This is an optimization exercise on Yosys and OpenROAD, whose aim is small area and a short achievable clock period, not a production implementation.
Function was checked by simulation only, so behaviour that the tests miss may differ from the original.
Power is estimated from default activity; no workload was simulated.

## design/flow/standard.sh

```bash
#!/bin/bash
# synth_recipe.tcl (not shown) runs the flow's synth.tcl, then flattens the netlist and writes it again
# the make line also repeats each setting of config.mk as NAME=value (left out here)
make -C /OpenROAD-flow-scripts/flow DESIGN_CONFIG=/design/flow/config.mk WORK_HOME=/design/flow/orfs CLKGATE_MAP_FILE= SYNTH_SCRIPT=/design/flow/synth_recipe.tcl "${@:-finish}"
```

## design/flow/constraint.sdc

```tcl
create_clock -name core_clock -period 16.0 [get_ports {clk}]
set_input_delay 3.2000 -clock core_clock [delete_from_list [all_inputs] [get_ports {clk}]]
set_output_delay 3.2000 -clock core_clock [all_outputs]
set_load 0.01 [all_outputs]
```

## design/flow/flow/run.sh

```bash
#!/bin/bash
# The standard layout (standard.sh) with these changes to how it is made:
#  - synthesis uses flow/synth.tcl: synth_recipe.tcl plus a per-module choice of
#    ABC mapping script (registers are mapped exactly as in the standard run);
#  - all ports are placed on the bottom edge (flow/io.tcl);
#  - repair_timing aims for a larger setup slack than the default;
#  - the port buffers are buf_4 cells.
# The full make output goes to flow_make.log; ORFS keeps each tool's log
# under orfs/logs/.
set -euo pipefail
here=$(pwd)
export FLOW_MAP_SCRIPT=$here/flow/map_delay.abc
export FLOW_MAP_FAST_SCRIPT=$here/flow/map_fast.abc
bash standard.sh SYNTH_SCRIPT=$here/flow/synth.tcl IO_CONSTRAINTS=$here/flow/io.tcl \
  SETUP_SLACK_MARGIN=8.9 TNS_END_PERCENT=100 \
  "BUFFER_PORTS_ARGS=-buffer_cell sky130_fd_sc_hd__buf_4" finish > flow_make.log 2>&1
```

## design/flow/flow/map_fast.abc

```
strash
dch
map -D 1200
buffer
upsize
dnsize
```

## design/flow/flow/map_delay.abc

```
strash
dch
map -D 1500
buffer
upsize
dnsize
```

## design/flow/flow/io.tcl

```tcl
# Keep every port on the bottom edge, so that the reset and stall inputs are
# close to the outputs they gate.
set io_names {}
foreach p [get_ports *] { lappend io_names [get_name $p] }
set_io_pin_constraint -region bottom:* -pin_names $io_names
```

## design/flow/config.mk

```make
export PLATFORM = sky130hd
export DESIGN_NAME = rvcpu
export DESIGN_NICKNAME = rvcpu
export VERILOG_FILES = /design/flow/design.v
export SDC_FILE = /design/flow/constraint.sdc
export NUM_CORES = 8
export LEC_CHECK = 0
export CAP_MARGIN = 30
export CORE_MARGIN = 2
export CORE_UTILIZATION = 40
export CTS_CLUSTER_DIAMETER = 100
export CTS_CLUSTER_SIZE = 20
export PLACE_DENSITY = 0.6
export SLEW_MARGIN = 30
export SYNTH_HIERARCHICAL = 1
```

## design/flow/flow/synth.tcl

```tcl
proc synth {args} { yosys synth -nofsm -noshare {*}$args }
# Technology mapping per module: the register file read ports with yosys's
# default ABC script and no sizing (smallest), the adders with a
# delay-targeted 'map' (a tighter target for the fetch address adder), and
# the rest with the flow's own ABC script.
proc drop_opt {lst opt} {
  set i [lsearch -exact $lst $opt]
  if {$i >= 0} { set lst [lreplace $lst $i [expr {$i + 1}]] }
  return $lst
}
proc abc {args} {
  set dargs [drop_opt $args -script]
  yosys abc {*}[drop_opt $dargs -constr] rvcpu_rfrd
  yosys abc -script $::env(FLOW_MAP_SCRIPT) {*}$dargs rvcpu_add
  yosys abc -script $::env(FLOW_MAP_FAST_SCRIPT) {*}$dargs rvcpu_pcadd
  yosys abc {*}$args
}
source $::env(SCRIPTS_DIR)/synth.tcl
# left out here: clear keep_hierarchy, flatten, clean up, hide names made inside functions, write 1_2_yosys.v
```

## design/flow/design.v

```verilog
module rvcpu (
    input  wire        clk,
    input  wire        rst,
    output wire [63:0] inst_addr,
    output wire        inst_ena,
    output wire        inst_ready,
    input  wire [31:0] inst,
    input  wire        biu_inst_valid,
    output wire [63:0] data_addr,
    output wire [7:0]  wmask,
    output wire [63:0] data_o,
    input  wire [63:0] data_i,
    output wire        we,
    output wire        re,
    input  wire        mem_finish,
    input  wire        timer_intr
    );
    integer i;
    reg  [63:0] pa;
    reg  [20:0] pb;
    reg         pclr;
    reg  [63:0] d_pc;
    reg  [31:0] d_inst;
    reg         d_v, d_pcnz;
    reg  [63:0] e_pc, e_op1, e_op2;
    reg  [4:0]  e_rd;
    reg  [11:0] e_off;
    reg  [2:0]  e_f3;
    reg         e_sys, e_sub, e_link;
    reg         e_sel_add, e_sel_w, e_sel_slt, e_sel_sltu, e_sel_xor, e_sel_or, e_sel_and, e_sel_sh;
    reg         e_sh_left, e_sh_arith, e_sh_word;
    reg         e_cs_mcycle, e_cs_mstatus, e_cs_mtvec, e_cs_mepc, e_cs_mcause, e_cs_mie, e_cs_mscratch;
    reg         e_rdena, e_load, e_store, e_br, e_pcnz;
    reg         e_csr_w, e_csr_s, e_csr_c, e_ecall, e_mret;
    reg  [63:0] m_data, m_addr;
    reg  [4:0]  m_rd;
    reg  [2:0]  m_f3;
    reg  [7:0]  m_wm;
    reg         m_rdena, m_load, m_store, m_lsv;
    reg         w_x1;
    reg  [63:0] rf [1:31];
    reg  [31:1] rv;
    reg  [63:0] csr_mcycle, csr_mcause, csr_mscratch;
    reg  [63:2] csr_mtvec, csr_mepc;
    reg         csr_mpie, csr_mie, csr_mtie, csr_mtip;
    reg  [1:0]  csr_mpp, csr_fs;
    reg         csr_mtvec_v, csr_mepc_v, csr_mcause_v, csr_mscratch_v;
    wire [63:0] psum;
    rvcpu_pcadd u_padd (.a(pa), .b(pb), .o(psum));
    wire [63:0] pc_if  = {psum[63:1], psum[0] & ~pclr};
    assign inst_addr = pc_if;
    wire if_jal  = (inst[6:0] == 7'b1101111);
    wire if_jalr = (inst[6:0] == 7'b1100111);
    wire if_bxx  = (inst[6:0] == 7'b1100011);
    wire [20:0] if_jimm = {inst[31], inst[19:12], inst[20], inst[30:21], 1'b0};
    wire [20:0] if_bimm = {{9{inst[31]}}, inst[7], inst[30:25], inst[11:8], 1'b0};
    wire [20:0] if_iimm = {{9{inst[31]}}, inst[31:20]};
    wire [20:0] if_off  = if_jal ? if_jimm : if_bxx ? if_bimm : if_jalr ? if_iimm : 21'd4;
    wire [63:0] x1v     = rv[1] ? rf[1] : 64'd0;
    wire [4:0]  T      = d_inst[6:2];
    wire [4:0]  rd     = d_inst[11:7];
    wire [2:0]  f3     = d_inst[14:12];
    wire [4:0]  rs1    = d_inst[19:15];
    wire [4:0]  rs2    = d_inst[24:20];
    wire [11:0] imm    = d_inst[31:20];
    wire        b30    = d_inst[30];
    wire [11:0] s_imm  = {d_inst[31:25], d_inst[11:7]};
    wire t7    = d_v & (T == 5'b11100);
    wire t6    = d_v & (T == 5'b01110);
    wire t5    = d_v & (T == 5'b00110);
    wire t4    = d_v & (T == 5'b00100);
    wire t3    = d_v & (T == 5'b01100);
    wire t2    = d_v & (T == 5'b11000);
    wire t1    = d_v & (T == 5'b00000) & (d_inst[1:0] == 2'b11);
    wire t0    = d_v & (T == 5'b01000);
    wire lui   = d_v & (T == 5'b01101);
    wire auipc = d_v & (T == 5'b00101);
    wire jal   = d_v & (T == 5'b11011);
    wire jalr  = d_v & (T == 5'b11001);
    wire f3_0 = (f3 == 3'b000), f3_1 = (f3 == 3'b001), f3_2 = (f3 == 3'b010), f3_3 = (f3 == 3'b011);
    wire f3_4 = (f3 == 3'b100), f3_5 = (f3 == 3'b101), f3_6 = (f3 == 3'b110), f3_7 = (f3 == 3'b111);
    wire csr_rs1 = t7 & (f3_1 | f3_2 | f3_3);
    wire csr_imm = t7 & (f3_5 | f3_6 | f3_7);
    wire op1_read = t6 | t5 | t4 | t3 | jalr | t2 | t1 | t0 | csr_rs1;
    wire op2_read = t3 | t2 | t0 | t6;
    wire rd_w_ena = (rd != 5'd0) & (t6 | t5 | t4 | t3 | lui | auipc | jal | jalr | t1 | t7);
    wire id_add  = (t4 & f3_0) | (t3 & f3_0) | lui | auipc | jal | jalr;
    wire id_w    = (t5 & f3_0) | (t6 & f3_0);
    wire id_slt  = (t4 | t3) & f3_2;
    wire id_sltu = (t4 | t3) & f3_3;
    wire id_xor  = (t4 | t3) & f3_4;
    wire id_or   = (t4 | t3) & f3_6;
    wire id_and  = (t4 | t3) & f3_7;
    wire id_shl  = (t4 | t3 | t5 | t6) & f3_1;
    wire id_shr  = (t4 | t3 | t5 | t6) & f3_5;
    wire id_sub  = (t3 & f3_0 & b30) | (t6 & f3_0 & b30) | id_slt | id_sltu | t2;
    wire tmr_trap;
    wire ex_rdena_o = e_rdena & ~tmr_trap;
    wire ex_load_o  = e_load & ~tmr_trap;
    wire [63:0] ex_rd_data;
    wire [63:0] mem_res;
    wire [63:0] load_data;
    wire        ld_ok;
    wire fe1  = op1_read & ex_rdena_o & (e_rd == rs1);
    wire fm1  = op1_read & m_rdena & (m_rd == rs1) & ~fe1;
    wire fr1  = op1_read & ~fe1 & ~(m_rdena & (m_rd == rs1));
    wire fe2  = op2_read & ex_rdena_o & (e_rd == rs2);
    wire fm2  = op2_read & m_rdena & (m_rd == rs2) & ~fe2;
    wire fr2  = op2_read & ~fe2 & ~(m_rdena & (m_rd == rs2));
    reg  [31:1]      rsel1, rsel2;
    always @(*) begin
        for (i = 1; i < 32; i = i + 1) begin
            rsel1[i] = rv[i] & (rs1 == i);
            rsel2[i] = rv[i] & (rs2 == i);
        end
    end
    wire        sel_pc1  = auipc | jal;
    wire        sel_pc2  = jal | jalr;
    wire        sel_imm2 = t4 | t5 | t1 | lui | auipc;
    wire [63:0] immv     = (lui | auipc) ? {{32{d_inst[31]}}, d_inst[31:12], 12'd0} : {{52{imm[11]}}, imm};
    reg  [64*31-1:0] rf_flat;
    always @(*) begin
        for (i = 1; i < 32; i = i + 1)
            rf_flat[64*(i-1) +: 64] = rf[i];
    end
    wire [63:0] rd1, rd2;
    rvcpu_rfrd u_rfrd1 (.d(rf_flat), .s(rsel1), .o(rd1));
    rvcpu_rfrd u_rfrd2 (.d(rf_flat), .s(rsel2), .o(rd2));
    wire [63:0] op1_aor = ({64{fr1}} & rd1) | ({64{sel_pc1}} & d_pc) | ({64{fm1 & ld_ok}} & load_data)
                        | ({64{fm1 & ~m_load}} & m_data) | ({64{fe1}} & ex_rd_data);
    wire [63:0] op2_aor = ({64{fr2}} & rd2) | ({64{sel_imm2}} & immv) | ({64{sel_pc2}} & d_pc) | ({64{fm2 & ld_ok}} & load_data)
                        | ({64{fm2 & ~m_load}} & m_data) | ({64{fe2}} & ex_rd_data);
    wire load_relate = ex_load_o & ((op1_read & (rs1 == e_rd)) | (op2_read & (rs2 == e_rd)));
    wire predict_ok = (rs1 == 5'd1) & ~(ex_rdena_o & (e_rd == 5'd1)) & ~(m_rdena & (m_rd == 5'd1)) & ~w_x1;
    wire jalr_ena   = jalr & ~predict_ok;
    wire [63:0] id_op1 = {op1_aor[63:5], op1_aor[4:0] | ({5{csr_imm}} & rs1)};
    wire [63:0] id_op2 = op2_aor;
    wire [63:0] x  = e_link ? 64'd4 : e_op1;
    wire [63:0] y0 = e_store ? {{52{e_off[11]}}, e_off} : e_op2;
    wire [63:0] y  = y0 ^ {64{e_sub}};
    wire [63:0] ls_addr;
    reg  [63:0] st_rep;
    reg  [7:0]  st_wm;
    always @(*) begin
        for (i = 0; i < 8; i = i + 1) begin
            case (e_f3)
                3'b000: begin st_wm[i] = (ls_addr[2:0] == i);        st_rep[8*i +: 8] = e_op2[7:0];             end
                3'b001: begin st_wm[i] = (ls_addr[2:1] == (i >> 1)); st_rep[8*i +: 8] = e_op2[8*(i & 1) +: 8]; end
                3'b010: begin st_wm[i] = (ls_addr[2] == (i >> 2));   st_rep[8*i +: 8] = e_op2[8*(i & 3) +: 8]; end
                3'b011: begin st_wm[i] = 1'b1;                      st_rep[8*i +: 8] = e_op2[8*i +: 8];       end
                default: begin st_wm[i] = 1'b0;                     st_rep[8*i +: 8] = e_op2[8*i +: 8];       end
            endcase
        end
    end
    wire [63:0] sum, ag, ap;
    wire        aco;
    rvcpu_add u_add (.a(x), .bn(y), .ci(e_sub), .o(sum), .co(aco), .g(ag), .p(ap));
    assign ls_addr = sum;
    wire ltu = ~aco;
    wire lt  = (e_op1[63] ^ e_op2[63]) ? e_op1[63] : sum[63];
    wire eq  = &ap;
    reg  [63:0] op1_rev, sh_rev;
    wire [63:0] sh_src  = e_sh_left ? op1_rev :
                          e_sh_word ? {{32{e_sh_arith & e_op1[31]}}, e_op1[31:0]} : e_op1;
    wire        sh_fill = e_sh_arith & (e_sh_word ? e_op1[31] : e_op1[63]);
    wire [5:0]  shamt   = {e_op2[5] & ~e_sh_word, e_op2[4:0]};
    wire [63:0] sh_s0   = shamt[0] ? {{ 1{sh_fill}}, sh_src[63: 1]} : sh_src;
    wire [63:0] sh_s1   = shamt[1] ? {{ 2{sh_fill}}, sh_s0[63: 2]}  : sh_s0;
    wire [63:0] sh_s2   = shamt[2] ? {{ 4{sh_fill}}, sh_s1[63: 4]}  : sh_s1;
    wire [63:0] sh_s3   = shamt[3] ? {{ 8{sh_fill}}, sh_s2[63: 8]}  : sh_s2;
    wire [63:0] sh_s4   = shamt[4] ? {{16{sh_fill}}, sh_s3[63:16]}  : sh_s3;
    wire [63:0] sh_r    = shamt[5] ? {{32{sh_fill}}, sh_s4[63:32]}  : sh_s4;
    always @(*) begin
        for (i = 0; i < 64; i = i + 1) begin
            op1_rev[i] = e_op1[63-i];
            sh_rev[i]  = sh_r[63-i];
        end
    end
    wire [63:0] sh_o   = e_sh_left ? sh_rev : sh_r;
    wire [63:0] sh_res = e_sh_word ? {{32{sh_o[31]}}, sh_o[31:0]} : sh_o;
    wire [63:0] alu = ({64{e_sel_add}} & sum)
                    | ({64{e_sel_w}} & {{32{sum[31]}}, sum[31:0]})
                    | {63'd0, (e_sel_slt & lt) | (e_sel_sltu & ltu)}
                    | ({64{e_sel_xor}} & ap)
                    | ({64{e_sel_or}} & (ag | ap))
                    | ({64{e_sel_and}} & ag)
                    | ({64{e_sel_sh}} & sh_res);
    wire lt_sel   = e_f3[1] ? ltu : lt;
    wire cond     = e_f3[2] ? lt_sel : eq;
    wire br_flush = e_br & ~(cond ^ e_f3[0]);
    assign tmr_trap = csr_mtip & csr_mie & csr_mtie & e_pcnz;
    wire ecall  = e_ecall & ~tmr_trap;
    wire mret   = e_mret & ~tmr_trap;
    wire trap   = ecall | tmr_trap;
    wire op1_nz = |e_op1;
    wire csr_rd = (e_csr_w & e_rdena | e_csr_s | e_csr_c) & ~tmr_trap;
    wire csr_wr = (e_csr_w | ((e_csr_s | e_csr_c) & op1_nz)) & ~tmr_trap;
    wire rd_mcycle   = e_cs_mcycle   & csr_rd;
    wire rd_mstatus  = e_cs_mstatus  & csr_rd;
    wire rd_mtvec    = e_cs_mtvec    & csr_rd | trap;
    wire rd_mepc     = e_cs_mepc     & csr_rd | mret;
    wire rd_mcause   = e_cs_mcause   & csr_rd;
    wire rd_mie      = e_cs_mie      & csr_rd;
    wire rd_mscratch = e_cs_mscratch & csr_rd;
    wire wr_mcycle   = e_cs_mcycle   & csr_wr;
    wire wr_mstatus  = e_cs_mstatus  & csr_wr;
    wire wr_mtvec    = e_cs_mtvec    & csr_wr;
    wire wr_mepc     = e_cs_mepc     & csr_wr | trap;
    wire wr_mcause   = e_cs_mcause   & csr_wr;
    wire wr_mie      = e_cs_mie      & csr_wr;
    wire wr_mscratch = e_cs_mscratch & csr_wr;
    wire [63:0] mstatus_v = {csr_fs == 2'b11, 48'd0, csr_fs, csr_mpp, 3'd0, csr_mpie, 3'd0, csr_mie, 3'd0};
    wire [63:0] csr_rdata = ({64{rd_mcycle}}   & csr_mcycle)
                          | ({64{rd_mstatus}}  & mstatus_v)
                          | ({64{rd_mtvec & csr_mtvec_v}}       & {csr_mtvec, 2'b00})
                          | ({64{rd_mepc & csr_mepc_v}}         & {csr_mepc, 2'b00})
                          | ({64{rd_mcause & csr_mcause_v}}     & csr_mcause)
                          | {56'd0, rd_mie & csr_mtie, 7'd0}
                          | ({64{rd_mscratch & csr_mscratch_v}} & csr_mscratch);
    wire [63:0] wbck = trap    ? e_pc :
                       e_csr_w ? e_op1 :
                       e_csr_s ? (csr_rdata | e_op1) :
                                 (csr_rdata & ~e_op1);
    assign ex_rd_data = ({64{e_store}} & st_rep) | ({64{e_sys}} & csr_rdata) | alu;
    wire br_ena = br_flush | trap | mret;
    wire [63:0] mcycle_inc = csr_mcycle + 64'd1;
    wire [2:0]  ma = m_addr[2:0];
    wire [2:0]  lb_idx = ma & {~(m_f3[1] & m_f3[0]), ~m_f3[1], ~m_f3[1] & ~m_f3[0]};
    wire [7:0]  ld_b0  = data_i[8*lb_idx +: 8];
    wire [7:0]  ld_b1  = data_i[8*(lb_idx | 3'd1) +: 8];
    wire [15:0] ld_h1  = data_i[16*((lb_idx >> 1) | 2'd1) +: 16];
    wire        ld_bad = (m_f3 == 3'b111);
    wire        sz_b   = (m_f3[1:0] == 2'b00);
    wire        sz_h   = (m_f3[1:0] == 2'b01);
    wire        sz_w   = (m_f3[1:0] == 2'b10);
    wire        ld_sgn = ~m_f3[2] & (sz_b ? ld_b0[7] : sz_h ? ld_b1[7] : ld_h1[15]);
    wire [63:0] ld_val;
    assign ld_val[7:0]   = ld_b0;
    assign ld_val[15:8]  = sz_b ? {8{ld_sgn}} : ld_b1;
    assign ld_val[31:16] = (sz_b | sz_h) ? {16{ld_sgn}} : ld_h1;
    assign ld_val[63:32] = (sz_b | sz_h | sz_w) ? {32{ld_sgn}} : data_i[63:32];
    assign load_data = ld_val;
    assign ld_ok = m_load & ~ld_bad;
    assign mem_res = m_load ? (ld_bad ? 64'd0 : ld_val) : m_data;
    wire mem_stall = (m_load | m_store) & ~mem_finish;
    wire if_stall  = ~biu_inst_valid;
    wire s4 = mem_stall;
    wire s3 = s4 | (br_ena & if_stall);
    wire s2 = s3 | load_relate | (jalr_ena & if_stall);
    wire s1 = s2 | if_stall;
    rvcpu_og u_og (
        .rst(rst), .st(m_store), .ld(m_load), .lr(load_relate),
        .ivalid(biu_inst_valid), .mfin(mem_finish),
        .we(we), .re(re), .inst_ena(inst_ena), .inst_ready(inst_ready));
    rvcpu_og8 u_og8_0 (.rst(rst), .lsv(m_lsv), .st(m_store), .wm(m_wm[0]), .a(m_addr[7:0]), .sd(m_data[7:0]),
        .da(data_addr[7:0]), .dout(data_o[7:0]), .wmo(wmask[0]));
    rvcpu_og8 u_og8_1 (.rst(rst), .lsv(m_lsv), .st(m_store), .wm(m_wm[1]), .a(m_addr[15:8]), .sd(m_data[15:8]),
        .da(data_addr[15:8]), .dout(data_o[15:8]), .wmo(wmask[1]));
    rvcpu_og8 u_og8_2 (.rst(rst), .lsv(m_lsv), .st(m_store), .wm(m_wm[2]), .a(m_addr[23:16]), .sd(m_data[23:16]),
        .da(data_addr[23:16]), .dout(data_o[23:16]), .wmo(wmask[2]));
    rvcpu_og8 u_og8_3 (.rst(rst), .lsv(m_lsv), .st(m_store), .wm(m_wm[3]), .a(m_addr[31:24]), .sd(m_data[31:24]),
        .da(data_addr[31:24]), .dout(data_o[31:24]), .wmo(wmask[3]));
    rvcpu_og8 u_og8_4 (.rst(rst), .lsv(m_lsv), .st(m_store), .wm(m_wm[4]), .a(m_addr[39:32]), .sd(m_data[39:32]),
        .da(data_addr[39:32]), .dout(data_o[39:32]), .wmo(wmask[4]));
    rvcpu_og8 u_og8_5 (.rst(rst), .lsv(m_lsv), .st(m_store), .wm(m_wm[5]), .a(m_addr[47:40]), .sd(m_data[47:40]),
        .da(data_addr[47:40]), .dout(data_o[47:40]), .wmo(wmask[5]));
    rvcpu_og8 u_og8_6 (.rst(rst), .lsv(m_lsv), .st(m_store), .wm(m_wm[6]), .a(m_addr[55:48]), .sd(m_data[55:48]),
        .da(data_addr[55:48]), .dout(data_o[55:48]), .wmo(wmask[6]));
    rvcpu_og8 u_og8_7 (.rst(rst), .lsv(m_lsv), .st(m_store), .wm(m_wm[7]), .a(m_addr[63:56]), .sd(m_data[63:56]),
        .da(data_addr[63:56]), .dout(data_o[63:56]), .wmo(wmask[7]));
    always @(posedge clk) begin
        if (rst) begin
            pa <= 64'h00000000_80000000; pb <= 21'd0; pclr <= 1'b0;
        end else if (br_ena) begin
            pa <= (trap | mret) ? csr_rdata : e_pc;
            pb <= (trap | mret) ? 21'd0 : 21'd4;
            pclr <= 1'b0;
        end else if (jalr_ena) begin
            pa <= id_op1; pb <= {{9{imm[11]}}, imm}; pclr <= 1'b1;
        end else if (s1) begin
            pa <= pc_if; pb <= 21'd0; pclr <= 1'b0;
        end else begin
            pa <= if_jalr ? x1v : pc_if; pb <= if_off; pclr <= if_jalr;
        end
    end
    always @(posedge clk) begin
        if (rst | br_ena | (s1 & ~s2)) begin
            d_v <= 1'b0; d_pcnz <= 1'b0;
        end else if (~s2) begin
            d_v <= ~jalr_ena; d_pcnz <= ~jalr_ena & (pc_if != 64'd0);
        end
    end
    always @(posedge clk) begin
        if (~s2) begin
            d_pc <= pc_if; d_inst <= inst;
        end
    end
    always @(posedge clk) begin
        if (rst | (~s2 & br_ena) | (s2 & ~s3)) begin
            e_rdena <= 1'b0; e_load <= 1'b0; e_store <= 1'b0; e_br <= 1'b0; e_pcnz <= 1'b0;
            e_csr_w <= 1'b0; e_csr_s <= 1'b0; e_csr_c <= 1'b0; e_ecall <= 1'b0; e_mret <= 1'b0;
        end else if (~s2) begin
            e_rdena <= rd_w_ena; e_load <= t1; e_store <= t0;
            e_br    <= t2 & ~(f3[2:1] == 2'b01);
            e_pcnz  <= d_pcnz;
            e_csr_w <= t7 & (f3[1:0] == 2'b01);
            e_csr_s <= t7 & (f3[1:0] == 2'b10);
            e_csr_c <= t7 & (f3[1:0] == 2'b11);
            e_ecall <= t7 & f3_0 & (imm == 12'd0);
            e_mret  <= t7 & f3_0 & (d_inst[31:25] == 7'b0011000);
        end
    end
    always @(posedge clk) begin
        if (~s2) begin
            e_pc <= d_pc; e_op1 <= id_op1; e_op2 <= id_op2;
            e_rd <= rd_w_ena ? rd : 5'd0;
            e_off <= s_imm; e_f3 <= f3;
            e_sys <= t7; e_sub <= id_sub; e_link <= jal | jalr;
            e_sel_add <= id_add; e_sel_w <= id_w; e_sel_slt <= id_slt; e_sel_sltu <= id_sltu;
            e_sel_xor <= id_xor; e_sel_or <= id_or; e_sel_and <= id_and; e_sel_sh <= id_shl | id_shr;
            e_sh_left <= id_shl; e_sh_arith <= id_shr & b30; e_sh_word <= t5 | t6;
            e_cs_mcycle   <= (imm == 12'hb00);
            e_cs_mstatus  <= (imm == 12'h300);
            e_cs_mtvec    <= (imm == 12'h305);
            e_cs_mepc     <= (imm == 12'h341);
            e_cs_mcause   <= (imm == 12'h342);
            e_cs_mie      <= (imm == 12'h304);
            e_cs_mscratch <= (imm == 12'h340);
        end
    end
    always @(posedge clk) begin
        if (rst | (s3 & ~s4)) begin
            m_rdena <= 1'b0; m_load <= 1'b0; m_store <= 1'b0; m_lsv <= 1'b0;
        end else if (~s3) begin
            m_rdena <= ex_rdena_o; m_load <= ex_load_o; m_store <= e_store & ~tmr_trap;
            m_lsv <= e_load | e_store;
        end
    end
    always @(posedge clk) begin
        if (~s3) begin
            m_data <= ex_rd_data; m_addr <= ls_addr; m_rd <= e_rd; m_f3 <= e_f3; m_wm <= st_wm;
        end
    end
    wire rf_we = ~s4 & m_rdena;
    always @(posedge clk) begin
        for (i = 1; i < 32; i = i + 1)
            if (rf_we & (m_rd == i)) rf[i] <= mem_res;
    end
    always @(posedge clk) begin
        if (rst) begin
            rv <= 31'd0; w_x1 <= 1'b0;
        end else begin
            for (i = 1; i < 32; i = i + 1)
                if (rf_we & (m_rd == i)) rv[i] <= 1'b1;
            w_x1 <= rf_we & (m_rd == 5'd1);
        end
    end
    always @(posedge clk) begin
        if (wr_mtvec)    csr_mtvec <= wbck[63:2];
        if (wr_mepc)     csr_mepc <= wbck[63:2];
        if (wr_mcause | trap) csr_mcause <= tmr_trap ? 64'h8000_0000_0000_0007 : ecall ? 64'd11 : wbck;
        if (wr_mscratch) csr_mscratch <= wbck;
    end
    always @(posedge clk) begin
        if (rst) begin
            csr_mcycle <= 64'd0;
            csr_mtvec_v <= 1'b0; csr_mepc_v <= 1'b0; csr_mcause_v <= 1'b0; csr_mscratch_v <= 1'b0;
            csr_mpie <= 1'b0; csr_mie <= 1'b0; csr_mtie <= 1'b0; csr_mtip <= 1'b0;
            csr_mpp <= 2'b00; csr_fs <= 2'b00;
        end else begin
            csr_mcycle <= wr_mcycle ? wbck : mcycle_inc;
            if (wr_mtvec)    csr_mtvec_v <= 1'b1;
            if (wr_mepc)     csr_mepc_v <= 1'b1;
            if (wr_mcause | trap) csr_mcause_v <= 1'b1;
            if (wr_mscratch) csr_mscratch_v <= 1'b1;
            if (wr_mie)      csr_mtie <= wbck[7];
            csr_mtip <= timer_intr;
            if ((wr_mstatus | mret | trap) & ~s3) begin
                csr_mpie <= trap ? csr_mie : mret ? 1'b1 : wbck[7];
                csr_mie  <= trap ? 1'b0 : mret ? csr_mpie : wbck[3];
            end
            if (wr_mstatus | mret | trap)
                csr_mpp <= trap ? 2'b11 : mret ? 2'b00 : wbck[12:11];
            if (wr_mstatus)  csr_fs <= wbck[14:13];
        end
    end
endmodule
module rvcpu_og (
    input  wire rst,
    input  wire st,
    input  wire ld,
    input  wire lr,
    input  wire ivalid,
    input  wire mfin,
    output wire we,
    output wire re,
    output wire inst_ena,
    output wire inst_ready
    );
    assign we         = ~rst & st;
    assign re         = ~rst & ld;
    assign inst_ena   = ~rst;
    assign inst_ready = rst | (ivalid & ~lr & (~(ld | st) | mfin));
endmodule
module rvcpu_og8 (
    input  wire       rst,
    input  wire       lsv,
    input  wire       st,
    input  wire       wm,
    input  wire [7:0] a,
    input  wire [7:0] sd,
    output wire [7:0] da,
    output wire [7:0] dout,
    output wire       wmo
    );
    wire ga = ~rst & lsv;
    wire gl = ~rst & st & wm;
    assign da   = {8{ga}} & a;
    assign dout = {8{gl}} & sd;
    assign wmo  = gl;
endmodule
module rvcpu_add #(parameter W = 64, parameter LG = 6, parameter WB = 64) (
    input  wire [W-1:0] a,
    input  wire [WB-1:0] bn,
    input  wire         ci,
    output wire [W-1:0] o,
    output wire         co,
    output wire [W-1:0] g,
    output wire [W-1:0] p
    );
    reg [W-1:0] gg, pp;
    wire [W-1:0] b = {{(W-WB){bn[WB-1]}}, bn};
    integer l, i;
    assign g = a & b;
    assign p = a ^ b;
    always @(*) begin
        gg = g;
        pp = p;
        gg[0] = g[0] | (p[0] & ci);
        for (l = 0; l < LG; l = l + 1) begin
            for (i = (2 << l) - 1; i < W; i = i + (2 << l)) begin
                gg[i] = gg[i] | (pp[i] & gg[i-(1 << l)]);
                pp[i] = pp[i] & pp[i-(1 << l)];
            end
        end
        for (l = LG - 2; l >= 0; l = l - 1) begin
            for (i = (3 << l) - 1; i < W; i = i + (2 << l)) begin
                gg[i] = gg[i] | (pp[i] & gg[i-(1 << l)]);
                pp[i] = pp[i] & pp[i-(1 << l)];
            end
        end
    end
    assign o  = p ^ {gg[W-2:0], ci};
    assign co = gg[W-1];
endmodule
module rvcpu_pcadd (
    input  wire [63:0] a,
    input  wire [20:0] b,
    output wire [63:0] o
    );
    reg [20:0] g, p, gg, pp;
    reg [42:0] ia, da, flip;
    integer l, i;
    always @(*) begin
        g  = a[20:0] & b;
        p  = a[20:0] ^ b;
        gg = g;
        pp = p;
        for (l = 0; l < 5; l = l + 1)
            for (i = 0; i < 21; i = i + 1)
                if ((i >> l) & 1) begin
                    gg[i] = gg[i] | (pp[i] & gg[((i >> l) << l) - 1]);
                    pp[i] = pp[i] & pp[((i >> l) << l) - 1];
                end
        ia = a[63:21];
        da = ~a[63:21];
        for (l = 0; l < 6; l = l + 1)
            for (i = 0; i < 43; i = i + 1)
                if ((i >> l) & 1) begin
                    ia[i] = ia[i] & ia[((i >> l) << l) - 1];
                    da[i] = da[i] & da[((i >> l) << l) - 1];
                end
        flip[0] = b[20] ? ~gg[20] : gg[20];
        for (i = 1; i < 43; i = i + 1)
            flip[i] = b[20] ? (~gg[20] & da[i-1]) : (gg[20] & ia[i-1]);
    end
    assign o = {a[63:21] ^ flip, p ^ {gg[19:0], 1'b0}};
endmodule
module rvcpu_rfrd (
    input  wire [64*31-1:0] d,
    input  wire [30:0]      s,
    output reg  [63:0]      o
    );
    integer k;
    always @(*) begin
        o = 64'd0;
        for (k = 0; k < 31; k = k + 1)
            o = o | ({64{s[k]}} & d[64*k +: 64]);
    end
endmodule
```

==> impl_metrics.csv, run 1 <==
group,metric,value,unit
sta,finalHoldViolCount,0,
place,gp_congestion,1.12,
synthesis,synthDistinctLibCells,122,
hold_path,holdPathStages,1,
layout,largest_register,"rf",
power,p_leak,56.7,nW
critical_path,rr_worst_depth,28,
synthesis,synth_fp_nets,11000,
route,vias_per_cell,8.04,
hold_path,hold_path_class,"reg -> reg",
global_route,antenna_found_initial,153,
power,power,14.0,mW
critical_path,cp.required,12.80,ns
route,drtIter0Drc,32900,
floorplanning,io_pins,305,
global_route,grtUsageMet1,0.598,
critical_path,r2r_slack,8.88,ns
layout,finalNonFillerCells,16300,
synthesis,netlist_instances,10700,
layout,syn2layout_area_growth,14.7,%
synthesis,synth_area_per_cell,13.0,sq um
power,swShare,0.240,
power,p_per_area,87.1,nW/um^2
critical_path,criticalPathCategory,"reg -> out",
global_route,grt_pass1_vias,118000,
sta,tightest_slew,1.28,ns
sta,period_minus_slack,7.18,ns
global_route,grt_start_max_net_pins,101,
power,p_comb_frac,0.039,
synthesis,async_reset_ff_frac,0,
route,ant_nets,0,
synthesis,ys_ff_latch,2919,
global_route,top_usage_layer,"met2",
power,clockPowerShare,0.364,
cts,cts_tree,"yes",
critical_path,worstPathArrival,3.98,ns
synthesis,synth_top_flop_cell,"edfxtp_1",
global_route,grt_overflow,0,
cts,clock_path_buffers,4,
sta,fmax,139,MHz
critical_path,crit_path_end_kind,"primary output",
layout,finish.utilization,0.460,
critical_path,reg2reg_from,"e_store",
cts,clkSinkCount,2919,
place,port_buffers,304,
layout,post_route_cells_drive_above_1_share,0.171,
floorplanning,die_y,595,um
synthesis,synth_seq_area_share,0.612,
global_route,use_met3,0.204,
sta,tns,0,ns
cts,numCtsBuffers,182,
layout,final_nets,11700,
layout,fillCellCount,31500,
hold_path,whs_endpoint,"csr_mcause_v",
sta,relSlewSlack,0.143,
synthesis,syn_area,140000,sq um
route,wirelength,962000,um
floorplanning,fp.dieW,595,um
floorplanning,die_area,354000,sq um
route,vias,131000,
power,power.switching,3.36,mW
floorplanning,core-area,349000,sq um
synthesis,yosys_warnings,11,
layout,largest_register_ffs,1984,
global_route,grt_usage,0.524,
sta,rsz0062_at_grt,"yes",
sta,report.final.slew_viol_count,0,
sta,fin_crit_sh,0.449,
run,cap_violations,0,
sta,setup_viol,0,
power,peakVddDrop,0.104,mV
critical_path,rr_endpoint,"pa[4]",
place,dpl.cell_count,15800,
run_status,outcome,"complete, no violations",
route,wl_per_cell,59.1,um
floorplanning,start_util,0.401,
cts,htreeDepth,4,
critical_path,critPathLaunchType,"flop",
global_route,met2_usage,0.758,
route,drc,0,
cts,clk_latency,1.04,ns
cts,ctsRootBufferMaster,"clkbuf_16",
critical_path,cp_max_fo,15,
cts,clkTransAtPathRegs,0.09,ns
hold_path,hold_start,"csr_mcause_v",
power,p_seq_frac,0.597,
floorplanning,rows,217,
route,dr.pass1.iters,15,
sta,fin_worst_skew,0.121,ns
power,p_int,10.6,mW
synthesis,synth_edf_count,2709,
place,dpl.hpwl,655000,um
global_route,grt_pass1_wl,1220000,um
[metrics by stage]
step	cell area [sq um]	hold WS (ns)	worst slack (ns)
after floorplan	140000	0.424	5.44
after global placement	152000	0.440	6.58
after detailed placement	153000	0.449	6.59
after CTS	159000	0.469	8.90
after global routing	160000	0.477	8.84
final	160000	0.474	8.82
[modules after synthesis (local to each module, per instance)]
module	cells	flip-flops and latches	cell area, sq um
rvcpu_add	324	0	2760
rvcpu_og	6	0	36.3
rvcpu_rfrd	1169	0	8830
rvcpu	7422	2919	115000
rvcpu_pcadd	512	0	2840
rvcpu_og8	18	0	179
[what timing repair did]
item                       4_1_cts  5_1_grt
pin swaps                       20       17
setup endpoints to repair      828      338
resized for setup              159       61
setup buffers                   30       30
gates cloned                    12        6
hold buffers                     0        0
[layout make-up]
cell class	count	area, sq um	area share
clock buffers	240	4800	0.0299
diodes	131	328	0.00204
repair inverters	1	8.76	0.0000546
multi-input cells	7082	53600	0.334
repair buffers	1021	8650	0.0540
flip-flops and latches	2919	85600	0.534
inverters	242	931	0.00580
well taps	4599	5750	0.0359
clock inverters	46	662	0.00413
[critical path: stages (launching register included)]
cell	delay (ns)
dfxtp_4	0.39
ha_4	0.17
fa_2	0.36
nand3_2	0.08
and3_4	0.20
nor3_4	0.05
or2_4	0.28
nand2_4	0.11
a21boi_4	0.10
buf_12	0.15
nor2_4	0.11
buf_12	0.17
nand4_1	0.13
nand2_1	0.09
nand2_1	0.06
nand2_2	0.32
buf_4	0.20
[layer usage]
layer	part of all wire	routed length, um
met1	0.32	307000
met2	0.41	397000
met3	0.15	143000
met4	0.12	114000
met5	0.00073	707
[cells in the mapped netlist, types with 68 or more instances]
cell type,n,area share
mux4_2,97,0.016
a21oi_1,492,0.018
o21a_1,92,0.0049
o21ai_0,222,0.0079
o221ai_1,84,0.0053
nand4_1,273,0.012
a221o_1,139,0.010
nor2_1,583,0.016
nand2_1,705,0.019
a22oi_1,668,0.036
a22o_1,106,0.0066
nor2b_1,142,0.0064
and3_1,125,0.0056
dfxtp_1,210,0.030
a222oi_1,868,0.062
a221oi_1,217,0.014
and3b_1,73,0.0046
mux2i_1,127,0.0091
o31ai_1,68,0.0037
clkbuf_1,392,0.011
ha_1,85,0.0076
xor2_1,85,0.0053
a21o_1,131,0.0070
a211oi_1,107,0.0057
inv_1,226,0.0061
nand3_1,444,0.016
nor3_1,97,0.0035
edfxtp_1,2709,0.58
xnor2_1,111,0.0070
[placed cells by master, fill, tap and decap left out, drive strengths merged, types with 97 or more instances in the layout]
cell | Yosys | routed
a211oi | 110 | 110
a21o | 131 | 131
a21oi | 495 | 495
a221o | 139 | 139
a221oi | 218 | 218
a222oi | 868 | 868
a22o | 106 | 106
a22oi | 668 | 668
and3 | 125 | 125
buf | 114 | 1005
clkbuf | 392 | 251
dfxtp | 210 | 210
diode | 0 | 131
edfxtp | 2709 | 2709
inv | 236 | 251
mux2i | 127 | 127
mux4 | 97 | 97
nand2 | 712 | 714
nand3 | 447 | 447
nand4 | 275 | 275
nor2 | 594 | 594
nor2b | 142 | 142
nor3 | 100 | 100
o21ai | 238 | 238
xnor2 | 111 | 111
[cells by family after synthesis]
group / count (synthesis) / share of synthesized area
AOI/OAI and AO/OA: 3625 / 0.207
DFF: 2919 / 0.612
and+or+nand+nor: 2858 / 0.106
buffers and inverters: 748 / 0.0213
muxes: 276 / 0.0289
xor gates and xnor gates: 196 / 0.0123
adders and majority gates: 124 / 0.0131
[power by group through the flow]
stage / logic [mW] / registers, mW / clock network [mW]
6_report: 0.542 / 8.35 / 5.09
5_1_grt: 0.531 / 8.34 / 5.26
4_1_cts: 0.497 / 8.34 / 5.02
3_5_place_dp: 0.487 / 8.51 / 0
3_3_place_gp: 0.485 / 8.52 / 0
2_1_floorplan: 0.213 / 8.45 / 0
[worst max path at each step]
stage | startpoint | endpoint | cells after the start
finish | pa[0] | inst_addr[58] | 16
global route | e_store | pa[4] | 32
CTS | pa[8] | inst_addr[24] | 12
detailed placement | e_store | m_store | 28
global placement | e_sub | m_store | 33
floorplan | e_op2[0] | d_inst[0] | 33
==> run 2, diff against run 1 <==
--- a/design/flow/config.mk
+++ b/design/flow/config.mk
@@ -8,8 +8,8 @@
 export CAP_MARGIN = 30
 export CORE_MARGIN = 2
-export CORE_UTILIZATION = 40
+export CORE_UTILIZATION = 45
 export CTS_CLUSTER_DIAMETER = 100
 export CTS_CLUSTER_SIZE = 20
-export PLACE_DENSITY = 0.6
+export PLACE_DENSITY = 0.68
 export SLEW_MARGIN = 30
 export SYNTH_HIERARCHICAL = 1
==> impl_metrics.csv, run 2 <==
group,metric,value,unit
critical_path,critPathMaxStageDelay,0.61,ns
synthesis,synth_fa_ha_area_frac,0.0131,
synthesis,synthTopCellsByCount,"edfxtp_1, a222oi_1, nand2_1",
route,dr.pass1.iters,15,
synthesis,synth_most_common_cell,"edfxtp_1",
sta,fin_worst_skew,0.108,ns
synthesis,post-synth-top-area-fraction,0.582,
sta,fin_crit_sh,0.448,
synthesis,synth_area_per_cell,13.0,sq um
critical_path,critPathLaunchType,"flop",
layout,post_route_cells_drive_above_1_share,0.154,
synthesis,synth_compound_area_frac,0.207,
hold_path,hold_start,"csr_mscratch_v",
global_route,antenna_found_initial,133,
synthesis,syn_area,140000,sq um
route,m1WireLength,270000,um
route,drtIter0Drc,35300,
sta,rsz0062_at_grt,"yes",
route,wirelength,877000,um
cts,clkSinkCount,2919,
synthesis,synth_mux_area_frac,0.0289,
place,dpl.hpwl,577000,um
power,p_per_area,86.9,nW/um^2
cts,hold_buffers,0,
critical_path,critical_path.cell_chain,"ha_1 > nand2_1 > o21ai_0 > or2_4 > nand2_4 > a21boi_4 > nor2_4 > buf_12 > buf_12 > nand4_1 > nand3_1 > nand2_2 > buf_4",
sta,report.final.slew_viol_count,0,
sta,tns,0,ns
critical_path,worstPathArrival,3.96,ns
critical_path,path_buf_inv,3,
synthesis,ys_ff_latch,2919,
hold_path,hold_path_class,"reg -> reg",
route,drc,0,
run_status,outcome,"complete, no violations",
floorplanning,fp.dieW,561,um
sta,finalHoldViolCount,0,
synthesis,yosys_warnings,11,
power,power,13.7,mW
floorplanning,core-area,309000,sq um
cts,clock_path_buffers,4,
layout,finish.utilization,0.510,
layout,final_nets,11500,
route,vias,131000,
synthesis,synth_top_family_by_area,"compound AO/OA/AOI/OAI gates",
global_route,grt_usage,0.538,
critical_path,cp_top_family,"simple AND/OR/NAND/NOR gates",
sta,setup_viol,0,
cts,clk_latency,0.95,ns
floorplanning,start_util,0.452,
power,p_leak,55.8,nW
synthesis,yosys.area_share.simple,0.106,
sta,tightest_slew,1.25,ns
floorplanning,io_pins,305,
synthesis,synth_fp_nets,11000,
synthesis,synth_xor_area_frac,0.0123,
layout,largest_register_ffs,1984,
layout,syn2layout_area_growth,12.8,%
synthesis,async_reset_ff_frac,0,
power,peakVddDrop,0.115,mV
synthesis,netlist_instances,10700,
sta,relSlewSlack,0.158,
place,dpl.cell_count,15200,
cts,htreeDepth,4,
run,cap_violations,0,
critical_path,cp_max_fo,6,
layout,fillCellCount,26300,
route,wl_per_cell,56.1,um
critical_path,cp.required,12.80,ns
cts,clkTransAtPathRegs,0.09,ns
synthesis,synth_top_area_cell,"edfxtp_1",
critical_path,r2r_slack,9.01,ns
layout,layout_common_cells,"edfxtp_1, a222oi_1, buf_4",
synthesis,synthDistinctLibCells,122,
place,gp_congestion,1.15,
route,vias_per_cell,8.38,
cts,ctsRootBufferMaster,"clkbuf_16",
floorplanning,die_area,315000,sq um
synthesis,synth_edf_count,2709,
layout,finalNonFillerCells,15600,
critical_path,criticalPathCategory,"reg -> out",
cts,numCtsBuffers,177,
critical_path,reg2reg_from,"e_store",
sta,period_minus_slack,7.16,ns
cts,cts_tree,"yes",
global_route,grt_overflow,0,
place,port_buffers,304,
synthesis,synth_seq_area_share,0.612,
critical_path,crit_top_cell,"buf_12",
layout,largest_register,"rf",
floorplanning,rows,204,
global_route,grt_start_max_net_pins,128,
route,top_layer_used,"met5",
sta,fmax,140,MHz
floorplanning,die_y,561,um
layout,final_common_cell,"edfxtp_1",
route,dr_wl_met3,148000,um
critical_path,worst_path_max_delay_cell,"dfxtp_1",
route,ant_nets,0,
synthesis,synth_top_flop_cell,"edfxtp_1",
global_route,grt_pass1_wl,1130000,um
critical_path,critPathLaunch,"pa[7]",
synthesis,yosys-top-cells-area,"edfxtp_1, a222oi_1, a22oi_1",
global_route,grt_pass1_vias,117000,
route,met2WireLength,350000,um
critical_path,crit_path_end_kind,"primary output",
run 2: cell counts after synthesis:
No cell type changed its count.
run 2: final timing paths:
kind,to,cells after the start
worst max register to register,m_addr[25],29
worst min register to register,csr_mscratch_v,1
worst min-delay path,csr_mscratch_v,1
worst max-delay path,inst_addr[52],13
run 2: layout make-up:
class	instances	area [sq um]	area share
flip-flops and latches	2919	85600	0.543
well taps	4120	5150	0.0327
diodes	129	323	0.00205
repair buffers	885	7310	0.0463
inverters	242	922	0.00585
multi-input cells	7081	53200	0.338
clock inverters	30	449	0.00285
clock buffers	239	4730	0.0300
run 2: cell families after synthesis:
family,after synthesis
DFF,2919
and+or+nand+nor,2858
AOI/OAI and AO/OA,3625
buffers and inverters,748
muxes,276
adders and majority gates,124
xor gates and xnor gates,196
run 2: timing repair:
item                       CTS  global route
gates resized for setup     83            34
gates cloned                 7             5
buffers inserted            14             4
setup endpoints to repair  837           424
pin swaps                    7             4
run 2: Yosys stat by module, one instance, submodules excluded:
module	flops+latches	copies in the design	cells	area, sq um
rvcpu_rfrd	0	2	1169	8830
rvcpu	2919	1	7422	115000
rvcpu_og8	0	8	18	179
rvcpu_add	0	1	324	2760
rvcpu_pcadd	0	1	512	2840
rvcpu_og	0	1	6	36.3
run 2: layer usage:
layer  vias up  GRT usage
met5         -     0.0188
met4        66      0.498
met3      4705      0.260
met2     15500      0.750
met1     64200      0.600
li1      46800          -
run 2: per-stage QoR:
step	setup WS, ns	hold WS (ns)	area (sq um)
floorplan	5.44	0.424	140000
global placement	6.82	0.442	151000
detailed placement	6.85	0.449	151000
CTS	8.89	0.466	157000
global route	8.85	0.490	157000
finish	8.84	0.468	158000
run 2: worst register-to-register path, delay by kind of cell, from the launching register on:
kind	cells	cell delay [ns]
adders and majority gates	3	1.09
DFF	1	0.34
buffers and inverters	7	1.91
and+or+nand+nor	5	0.66
AOI/OAI and AO/OA	11	2.00
xor gates and xnor gates	3	0.62
run 2: where the power goes:
part / leakage [nW] / total [mW] / switching, mW / internal [mW]
combinational: 25.1 / 0.477 / 0.346 / 0.131
sequential: 28.2 / 8.35 / 0.0861 / 8.26
clock: 2.50 / 4.87 / 2.73 / 2.15
total: 55.8 / 13.7 / 3.16 / 10.5
==> run 3, diff against run 2 <==
--- a/design/flow/flow/run.sh
+++ b/design/flow/flow/run.sh
@@ -13,4 +13,4 @@
 export FLOW_MAP_FAST_SCRIPT=$here/flow/map_fast.abc
 bash standard.sh SYNTH_SCRIPT=$here/flow/synth.tcl IO_CONSTRAINTS=$here/flow/io.tcl \
-  SETUP_SLACK_MARGIN=8.9 TNS_END_PERCENT=100 \
+  SETUP_SLACK_MARGIN=8.75 TNS_END_PERCENT=100 \
   "BUFFER_PORTS_ARGS=-buffer_cell sky130_fd_sc_hd__buf_4" finish > flow_make.log 2>&1
==> impl_metrics.csv, run 3 <==
group,metric,value,unit
floorplanning,fp.dieW,561,um
sta,report.final.slew_viol_count,0,
route,wirelength,918000,um
floorplanning,die_y,561,um
layout,largest_register_ffs,1984,
route,dr.pass1.iters,17,
layout,finalNonFillerCells,15800,
place,gp_congestion,1.12,
global_route,grt_usage,0.561,
layout,final_nets,11600,
cts,numCtsBuffers,184,
route,vias_per_cell,8.50,
route,ant_nets,0,
power,p_per_area,87.3,nW/um^2
critical_path,critical_path.cell_chain,"ha_1 > fa_2 > nand3_2 > and3_4 > nor3_4 > or2_4 > nand2_4 > a21boi_4 > nor3_4 > buf_6 > nand3_4 > nand2_1 > nor2_1 > nor2_4 > buf_6",
sta,tns,0,ns
floorplanning,core-area,309000,sq um
layout,syn2layout_area_growth,13.8,%
cts,cts_tree,"yes",
route,vias,134000,
sta,fin_crit_sh,0.457,
power,p_leak,56.5,nW
global_route,grt_overflow,0,
floorplanning,io_pins,305,
place,post-place-ws,6.37,ns
critical_path,cp_max_fo,6,
layout,final_common_cell,"edfxtp_1",
cts,clk_latency,1.02,ns
synthesis,syn_area,140000,sq um
global_route,grt_pass1_wl,1170000,um
power,peakVddDrop,0.169,mV
layout,layout_common_cells,"edfxtp_1, buf_4, a222oi_1",
floorplanning,rows,204,
critical_path,crit_path_end_kind,"primary output",
sta,rsz0062_at_grt,"yes",
sta,finalHoldViolCount,0,
cts,hold_buffers,0,
synthesis,synth_most_common_cell,"edfxtp_1",
synthesis,netlist_instances,10700,
synthesis,synthDistinctLibCells,122,
synthesis,synth_top_flop_cell,"edfxtp_1",
cts,htreeDepth,4,
floorplanning,die_area,315000,sq um
synthesis,synth_top_area_cell,"edfxtp_1",
sta,final.setup.worst_slack,8.69,ns
synthesis,synth_fp_nets,11000,
sta,relSlewSlack,0.0772,
global_route,grt_start_max_net_pins,90,
run,cap_violations,0,
global_route,grt_pass1_vias,119000,
place,port_buffers,304,
critical_path,cp.required,12.80,ns
layout,largest_register,"rf",
synthesis,async_reset_ff_frac,0,
layout,post_route_cells_drive_above_1_share,0.164,
critical_path,critPathMaxStageDelay,0.47,ns
route,drc,0,
critical_path,critPathLaunchType,"flop",
route,drtIter0Drc,37300,
sta,setup_viol,0,
route,wl_per_cell,58.2,um
synthesis,yosys-top-cells-area,"edfxtp_1, a222oi_1, a22oi_1",
place,dpl.hpwl,619000,um
sta,tightest_slew,1.38,ns
sta,fin_worst_skew,0.131,ns
critical_path,worst_path_max_delay_cell,"nor2_4",
critical_path,worstPathArrival,4.11,ns
cts,clkTransAtPathRegs,0.09,ns
layout,seq_area,85600,sq um
synthesis,post-synth-top-area-fraction,0.582,
synthesis,synth_seq_area_share,0.612,
synthesis,synth_edf_count,2709,
synthesis,yosys_warnings,11,
sta,period_minus_slack,7.31,ns
hold_path,hold_path_class,"reg -> reg",
layout,fillCellCount,26100,
place,dpl.cell_count,15300,
global_route,antenna_found_initial,182,
run_status,outcome,"complete, no violations",
sta,fmax,137,MHz
floorplanning,start_util,0.452,
synthesis,synthTopCellsByCount,"edfxtp_1, a222oi_1, nand2_1",
cts,clock_path_buffers,4,
cts,clkSinkCount,2919,
layout,multi_input_area,53400,sq um
synthesis,synth_area_per_cell,13.0,sq um
critical_path,criticalPathCategory,"reg -> out",
cts,ctsRootBufferMaster,"clkbuf_16",
synthesis,ys_ff_latch,2919,
[run 3: changes by cell type in the layout (fill, tap and decap cells not counted), sizes merged, moves of 2 or more]
cell | before | now
bufbuf | 1 | 3
inv | 253 | 258
clkinv | 15 | 18
diode | 129 | 144
buf | 877 | 984
clkbuf | 246 | 257
[run 3: kinds of logic (layout without fill, tap and decap cells)]
| logic type | Yosys count | in the layout | share of synthesized area |
|---|---|---|---|
| adders and majority gates | 124 | 124 | 0.0131 |
| buffers and inverters | 748 | 1524 | 0.0213 |
| AOI/OAI and AO/OA | 3625 | 3626 | 0.207 |
| DFF | 2919 | 2919 | 0.612 |
| other | 0 | 144 | 0 |
| muxes | 276 | 276 | 0.0289 |
| and+or+nand+nor | 2858 | 2859 | 0.106 |
| xor gates and xnor gates | 196 | 196 | 0.0123 |
[run 3: per-layer routing]
metal | routed length (um) | vias to the layer above | GRT usage
met5 | 1300 | - | 0.0160
met4 | 120000 | 84 | 0.539
met3 | 149000 | 5301 | 0.247
met2 | 363000 | 16500 | 0.778
met1 | 284000 | 65300 | 0.639
li1 | - | 47000 | -
[run 3: worst paths after layout]
kind,startpoint,endpoint,slack (ns),cells after the start
hold / removal,csr_mcause_v,csr_mcause_v,0.47,1
hold reg to reg,csr_mcause_v,csr_mcause_v,0.47,1
setup / recovery,pa[0],inst_addr[45],8.69,15
setup reg to reg,e_store,pa[2],8.76,27
[run 3: per-stage QoR]
| stage | total power [mW] | util | hold slack [ns] | cell area [sq um] |
|---|---|---|---|---|
| floorplan | 8.67 | - | 0.424 | 140000 |
| global placement | 8.98 | 0.490 | 0.440 | 152000 |
| detailed placement | 8.98 | 0.491 | 0.447 | 152000 |
| CTS | 13.7 | 0.511 | 0.467 | 158000 |
| global route | 14.0 | 0.513 | 0.478 | 159000 |
| finish | 13.9 | 0.514 | 0.466 | 159000 |
[run 3: per-module statistics from Yosys (local to each module, per instance)]
module,times used,cell area (sq um)
rvcpu_add,1,2760
rvcpu,1,115000
rvcpu_og8,8,179
rvcpu_pcadd,1,2840
rvcpu_og,1,36.3
rvcpu_rfrd,2,8830
[run 3: area by class of cell]
class | instances | share of cell area
Tap cell | 4120 | 0.0324
Inverter | 242 | 0.00582
Sequential cell | 2919 | 0.538
Multi-Input combinational cell | 7081 | 0.336
Antenna cell | 144 | 0.00227
Clock inverter | 37 | 0.00332
Clock buffer | 250 | 0.0308
Timing Repair Buffer | 995 | 0.0514
[run 3: timing repair]
action / in CTS / in global routing
buffers inserted: 35 / 15
cloned: 6 / 6
resized for setup: 80 / 45
setup endpoints to repair: 843 / 440
pin swaps: 10 / 10
[run 3: critical path: cells and delay by family, from the launching register on]
kind | cells | cell delay (ns)
adder cells (fa/ha/maj) | 2 | 0.57
flip-flops | 1 | 0.32
buffers and inverters | 2 | 0.41
AND/OR/NAND/NOR | 10 | 1.72
AO/OA/AOI/OAI | 1 | 0.11
[run 3: report_power, final]
| group | internal [mW] | leakage [nW] | switching, mW |
|---|---|---|---|
| combinational | 0.138 | 25.6 | 0.370 |
| sequential | 8.26 | 28.2 | 0.0898 |
| clock | 2.21 | 2.62 | 2.81 |
==> run 4, diff against run 3 <==
--- a/design/flow/config.mk
+++ b/design/flow/config.mk
@@ -8,8 +8,8 @@
 export CAP_MARGIN = 30
 export CORE_MARGIN = 2
-export CORE_UTILIZATION = 45
+export CORE_UTILIZATION = 40
 export CTS_CLUSTER_DIAMETER = 100
 export CTS_CLUSTER_SIZE = 20
-export PLACE_DENSITY = 0.68
+export PLACE_DENSITY = 0.6
 export SLEW_MARGIN = 30
 export SYNTH_HIERARCHICAL = 1
==> impl_metrics.csv, run 4 <==
group,metric,value,unit
run_status,outcome,"complete, no violations",
global_route,grt_pass1_vias,118000,
critical_path,worst_path_max_delay_cell,"nor4_2",
synthesis,synth_seq_area_share,0.612,
synthesis,synthTopCellsByCount,"edfxtp_1, a222oi_1, nand2_1",
synthesis,ys_ff_latch,2919,
global_route,grt_pass1_wl,1240000,um
synthesis,synth_area_per_cell,13.0,sq um
power,p_per_area,86.5,nW/um^2
cts,clock_path_buffers,4,
global_route,antenna_found_initial,158,
cts,clk_latency,1.03,ns
sta,period_minus_slack,7.38,ns
synthesis,synth_top_area_cell,"edfxtp_1",
synthesis,synthDistinctLibCells,122,
sta,setup_viol,0,
layout,syn2layout_area_growth,14.7,%
place,gp_congestion,1.11,
critical_path,path_buf_inv,5,
global_route,grt_start_max_net_pins,121,
cts,htreeDepth,4,
floorplanning,fp.dieW,595,um
hold_path,hold_path_class,"reg -> reg",
critical_path,crit_path_end_kind,"flop",
place,placed_area,153000,sq um
critical_path,cp_max_fo,120,
synthesis,async_reset_ff_frac,0,
power,peakVddDrop,0.104,mV
cts,clkTransAtPathRegs,0.09,ns
route,drc,0,
floorplanning,die_y,595,um
sta,tightest_slew,1.25,ns
sta,rsz0062_at_grt,"yes",
route,vias_per_cell,8.13,
global_route,grt_usage,0.533,
cts,cts_tree,"yes",
synthesis,yosys_warnings,11,
synthesis,syn_area,140000,sq um
cts,ctsRootBufferMaster,"clkbuf_16",
route,ant_nets,0,
run,cap_violations,0,
floorplanning,die_area,354000,sq um
cts,hold_buffers,0,
place,port_buffers,304,
synthesis,post-synth-top-area-fraction,0.582,
critical_path,critPathLaunchType,"flop",
synthesis,synth_edf_count,2709,
floorplanning,rows,217,
critical_path,critical_path.cell_chain,"buf_4 > buf_12 > nor2_1 > buf_4 > a221oi_1 > nor3_1 > nor4_2 > a22oi_1 > a311oi_4 > nor3_4 > buf_4 > a21oi_2 > o221ai_1 > buf_4",
floorplanning,io_pins,305,
place,dpl.hpwl,665000,um
floorplanning,start_util,0.401,
critical_path,critPathMaxStageDelay,0.82,ns
sta,fin_worst_skew,0.117,ns
floorplanning,core-area,349000,sq um
synthesis,yosys-top-cells-area,"edfxtp_1, a222oi_1, a22oi_1",
route,dr.pass1.iters,14,
critical_path,cp.required,16.67,ns
synthesis,synth_fp_nets,11000,
synthesis,synth_most_common_cell,"edfxtp_1",
critical_path,worstPathArrival,8.05,ns
critical_path,crit_top_cell,"buf_4",
cts,numCtsBuffers,178,
layout,design_area,160000,sq um
synthesis,netlist_instances,10700,
critical_path,criticalPathCategory,"reg -> reg",
route,vias,133000,
sta,fin_crit_sh,0.461,
critical_path,cp_top_family,"compound AO/OA/AOI/OAI gates",
layout,largest_register_ffs,1984,
layout,largest_register,"rf",
route,wirelength,977000,um
sta,report.final.slew_viol_count,0,
layout,final_nets,11700,
cts,clkSinkCount,2919,
sta,finalHoldViolCount,0,
sta,fmax,136,MHz
layout,layout_common_cells,"edfxtp_1, buf_4, a222oi_1",
route,drtIter0Drc,33700,
power,p_leak,56.7,nW
sta,tns,0,ns
synthesis,synth_top_flop_cell,"edfxtp_1",
layout,final_common_cell,"edfxtp_1",
layout,post_route_cells_drive_above_1_share,0.170,
route,wl_per_cell,59.8,um
global_route,grt_overflow,0,
sta,relSlewSlack,0.161,
## run 4: final cells by class
| type | count | area, sq um |
|---|---|---|
| Sequential cell | 2919 | 85600 |
| Tap cell | 4599 | 5750 |
| Antenna cell | 168 | 420 |
| Timing Repair inverter | 1 | 5.00 |
| Inverter | 242 | 926 |
| Multi-Input combinational cell | 7082 | 53700 |
| Fill cell | 31500 | 188000 |
| Clock inverter | 33 | 443 |
| Clock buffer | 251 | 4800 |
| Timing Repair Buffer | 1035 | 8750 |
## run 4: layer usage
metal	vias up	global-route usage	wire (um)
met5	-	0.0288	1110
li1	47100	-	-
met2	15100	0.756	398000
met4	55	0.480	115000
met1	66200	0.601	312000
met3	4295	0.239	151000
## run 4: worst reg2reg max path, stage by stage (launching register included)
cell and delay (ns):
edfxtp_1 0.34, buf_4 0.59, buf_12 0.53, nor2_1 0.33, buf_4 0.25, a221oi_1 0.74, nor3_1 0.15, nor4_2 0.82
a22oi_1 0.44, a311oi_4 0.77, nor3_4 0.28, buf_4 0.42, a21oi_2 0.82, o221ai_1 0.31, buf_4 0.26
## run 4: path summary, 6_finish.rpt
| path | end | cells past startpoint | from | slack, ns |
|---|---|---|---|---|
| worst max-delay path | e_op2[34] | 14 | e_sh_left | 8.62 |
| worst min-delay path | csr_mepc_v | 1 | csr_mepc_v | 0.47 |
| worst max register to register | e_op2[34] | 14 | e_sh_left | 8.62 |
| worst min register to register | csr_mepc_v | 1 | csr_mepc_v | 0.47 |
## run 4: where the power goes
part / internal [mW] / switching [mW]
clock: 2.14 / 2.83
combinational: 0.140 / 0.407
sequential: 8.26 / 0.0891
total: 10.5 / 3.33
## run 4: stage by stage
stage                     power [mW]   util  worst slack (ns)  hold WS [ns]  cells
final                           13.9  0.460              8.62         0.470  16300
after global routing            14.0  0.459              8.76         0.475  16200
after CTS                       13.7  0.457              8.66         0.464  16100
after detailed placement        9.01  0.438              5.84         0.450  15800
after global placement          9.01  0.436              5.89         0.439  15800
after floorplan                 8.67      -              5.44         0.424  10700
## run 4: cell families (layout without fill, tap and decap cells)
family                   Yosys count  after routing  synth area share
XOR/XNOR                         196            196            0.0123
other                              0            168                 0
flip-flops                      2919           2919             0.612
multiplexers                     276            276            0.0289
AO/OA/AOI/OAI                   3625           3626             0.207
buffers and inverters            748           1562            0.0213
adder cells (fa/ha/maj)          124            124            0.0131
AND/OR/NAND/NOR                 2858           2860             0.106
## run 4: timing repair
| item | 4_1_cts | 5_1_grt |
|---|---|---|
| buffers inserted | 44 | 13 |
| resized for setup | 125 | 43 |
| pin swaps | 27 | 6 |
| gates cloned | 12 | 4 |
| endpoints found under the setup margin | 874 | 535 |
## run 4: Yosys stat by module (local to each module, per instance)
module | cells inside | times used | area, sq um
rvcpu_pcadd | 512 | 1 | 2840
rvcpu_add | 324 | 1 | 2760
rvcpu | 7422 | 1 | 115000
rvcpu_og | 6 | 1 | 36.3
rvcpu_rfrd | 1169 | 2 | 8830
rvcpu_og8 | 18 | 8 | 179
==> run 5, diff against run 4 <==
--- a/design/flow/flow/run.sh
+++ b/design/flow/flow/run.sh
@@ -5,5 +5,5 @@
 #  - all ports are placed on the bottom edge (flow/io.tcl);
 #  - repair_timing aims for a larger setup slack than the default;
-#  - the port buffers are buf_4 cells.
+#  - the port buffers are buf_2 cells.
 # The full make output goes to flow_make.log; ORFS keeps each tool's log
 # under orfs/logs/.
@@ -14,3 +14,3 @@
 bash standard.sh SYNTH_SCRIPT=$here/flow/synth.tcl IO_CONSTRAINTS=$here/flow/io.tcl \
   SETUP_SLACK_MARGIN=8.75 TNS_END_PERCENT=100 \
-  "BUFFER_PORTS_ARGS=-buffer_cell sky130_fd_sc_hd__buf_4" finish > flow_make.log 2>&1
+  "BUFFER_PORTS_ARGS=-buffer_cell sky130_fd_sc_hd__buf_2" finish > flow_make.log 2>&1
--- a/design/flow/config.mk
+++ b/design/flow/config.mk
@@ -8,8 +8,8 @@
 export CAP_MARGIN = 30
 export CORE_MARGIN = 2
-export CORE_UTILIZATION = 40
+export CORE_UTILIZATION = 45
 export CTS_CLUSTER_DIAMETER = 100
 export CTS_CLUSTER_SIZE = 20
-export PLACE_DENSITY = 0.6
+export PLACE_DENSITY = 0.68
 export SLEW_MARGIN = 30
 export SYNTH_HIERARCHICAL = 1
==> impl_metrics.csv, run 5 <==
group,metric,value,unit
synthesis,yosys-top-cells-area,"edfxtp_1, a222oi_1, a22oi_1",
cts,htreeDepth,4,
critical_path,cp_max_fo,18,
synthesis,synth_fa_ha_area_frac,0.0131,
critical_path,critPathLaunchType,"flop",
floorplanning,start_util,0.452,
global_route,grt_overflow,0,
layout,final_common_cell,"edfxtp_1",
critical_path,r2r_slack,8.72,ns
critical_path,crit_top_cell,"nand2_4",
power,power.switching,3.26,mW
sta,period_minus_slack,7.30,ns
synthesis,post-synth-top-area-fraction,0.582,
critical_path,reg2reg_from,"e_sub",
route,dr_wl_met3,153000,um
critical_path,rr_worst_depth,31,
route,dr.pass1.iters,17,
place,post-place-ws,7.02,ns
global_route,grt_usage,0.564,
synthesis,synth_edf_count,2709,
power,p_seq_frac,0.601,
layout,finalNonFillerCells,15800,
critical_path,critPathMaxStageDelay,0.53,ns
power,p_per_area,87.7,nW/um^2
floorplanning,die_area,315000,sq um
run_status,outcome,"complete, no violations",
sta,fmax,137,MHz
floorplanning,fp.dieW,561,um
route,m1WireLength,281000,um
floorplanning,core-area,309000,sq um
synthesis,ys_ff_latch,2919,
route,drc,0,
global_route,grt_pass1_wl,1180000,um
cts,clk_latency,1.01,ns
route,vias,134000,
route,drtIter0Drc,38200,
power,p_leak,56.2,nW
cts,hold_buffers,0,
layout,largest_register,"rf",
sta,fin_crit_sh,0.456,
global_route,grt_start_max_net_pins,146,
hold_path,hold_path_class,"reg -> reg",
synthesis,synth_seq_area_share,0.612,
layout,final_nets,11600,
floorplanning,io_pins,305,
synthesis,synth_compound_area_frac,0.207,
critical_path,critical_path.cell_chain,"fa_2 > nand3_2 > and3_4 > nor3_4 > or2_4 > nand2_4 > nand2_2 > nand2_8 > nand2_4 > nand4_1 > a21o_1 > nand2_4 > buf_2",
route,top_layer_used,"met5",
synthesis,synthTopCellsByCount,"edfxtp_1, a222oi_1, nand2_1",
critical_path,crit_path_end_kind,"primary output",
sta,tns,0,ns
synthesis,async_reset_ff_frac,0,
hold_path,holdPathStages,1,
power,swShare,0.235,
sta,hold-worst-slack,0.465,ns
synthesis,synth_top_family_by_area,"compound AO/OA/AOI/OAI gates",
layout,post_route_cells_drive_above_1_share,0.162,
cts,clkSinkCount,2919,
sta,relSlewSlack,0.137,
sta,rsz0062_at_grt,"yes",
synthesis,synthDistinctLibCells,122,
layout,layout_common_cells,"edfxtp_1, a222oi_1, nand2_1",
cts,numCtsBuffers,181,
synthesis,syn_area,140000,sq um
critical_path,cp.required,12.80,ns
sta,finalHoldViolCount,0,
sta,final.setup.worst_slack,8.70,ns
synthesis,synth_top_flop_cell,"edfxtp_1",
place,dpl.cell_count,15300,
sta,report.final.slew_viol_count,0,
layout,syn2layout_area_growth,13.2,%
==> run 5: changes by cell type in the layout (fill, tap and decap cells not counted), sizes merged, moves of 2 or more <==
cell | before | now
bufinv | 0 | 4
clkinv | 21 | 26
bufbuf | 6 | 1
clkbuf | 258 | 243
buf | 1022 | 961
diode | 168 | 155
clkinvlp | 6 | 4
==> run 5: layout make-up <==
cell class | count | area [sq um]
Antenna cell | 155 | 388
Clock buffer | 236 | 4800
Clock inverter | 41 | 646
Fill cell | 26200 | 151000
Inverter | 242 | 917
Multi-Input combinational cell | 7082 | 53400
Sequential cell | 2919 | 85600
Tap cell | 4120 | 5150
Timing Repair Buffer | 969 | 7330
Timing Repair inverter | 1 | 5.00
==> run 5: logic make-up after synthesis <==
family                     after synthesis
AOI/OAI and AO/OA                     3625
DFF                                   2919
and+or+nand+nor                       2858
buffers and inverters                  748
muxes                                  276
xor gates and xnor gates               196
adders and majority gates              124
==> run 5: timing repair <==
action,in CTS,in global routing
setup buffers,16,10
gates resized for setup,76,39
endpoints found under the setup margin,736,428
pin swaps,6,11
cloned,8,1
==> run 5: power by group through the flow <==
stage / sequential [mW] / clock (mW) / combinational [mW]
after floorplan: 8.45 / 0 / 0.212
after global routing: 8.34 / 5.19 / 0.487
final: 8.34 / 5.03 / 0.497
after global placement: 8.51 / 0 / 0.451
after detailed placement: 8.51 / 0 / 0.452
after CTS: 8.33 / 4.93 / 0.458
==> run 5: how the worst max path moves through the flow <==
stage,start,endpoint,slack (ns),cells after the start
5_1_grt,pa[0],inst_addr[63],8.74,17
3_3_place_gp,e_store,e_pc[16],7.03,30
4_1_cts,biu_inst_valid,inst_ready,8.76,3
2_1_floorplan,e_op2[0],d_inst[0],5.44,33
3_5_place_dp,e_sub,e_pc[16],7.02,32
6_report,pa[1],inst_addr[38],8.70,13
==> run 5: metrics by stage <==
step           utilization  cell area [sq um]  total power, mW
2_1_floorplan            -             140000             8.67
4_1_cts              0.509             157000             13.7
5_1_grt              0.511             158000             14.0
6_report             0.512             158000             13.9
3_5_place_dp         0.489             151000             8.96
3_3_place_gp         0.488             151000             8.96
==> run 5: per-layer routing <==
metal | track usage | up-vias
met2 | 0.786 | 16700
met5 | 0.0111 | -
li1 | - | 47000
met3 | 0.278 | 5449
met1 | 0.624 | 65100
met4 | 0.532 | 66
==> run 5: worst register-to-register path, delay by kind of cell, from the launching register on <==
kind                     cells  cell delay, ns
buffers and inverters        6            1.32
AND/OR/NAND/NOR             10            1.10
adder cells (fa/ha/maj)      4            1.23
flip-flops                   1            0.35
XOR/XNOR                     3            0.93
AO/OA/AOI/OAI                8            2.20
==> run 5: per-module statistics from Yosys (local to each module, per instance) <==
module	times used	cells	flops+latches
rvcpu_og	1	6	0
rvcpu	1	7422	2919
rvcpu_pcadd	1	512	0
rvcpu_rfrd	2	1169	0
rvcpu_add	1	324	0
rvcpu_og8	8	18	0

Re-timed with assumed drivers on the ports (clkbuf_16 on the clock, buf_2 on other inputs), run 5 has 8.561 ns of setup slack against 8.699 ns with ideal ports, and 7.796 ns once port delays also move by the mid clock arrival of 1.097 ns.
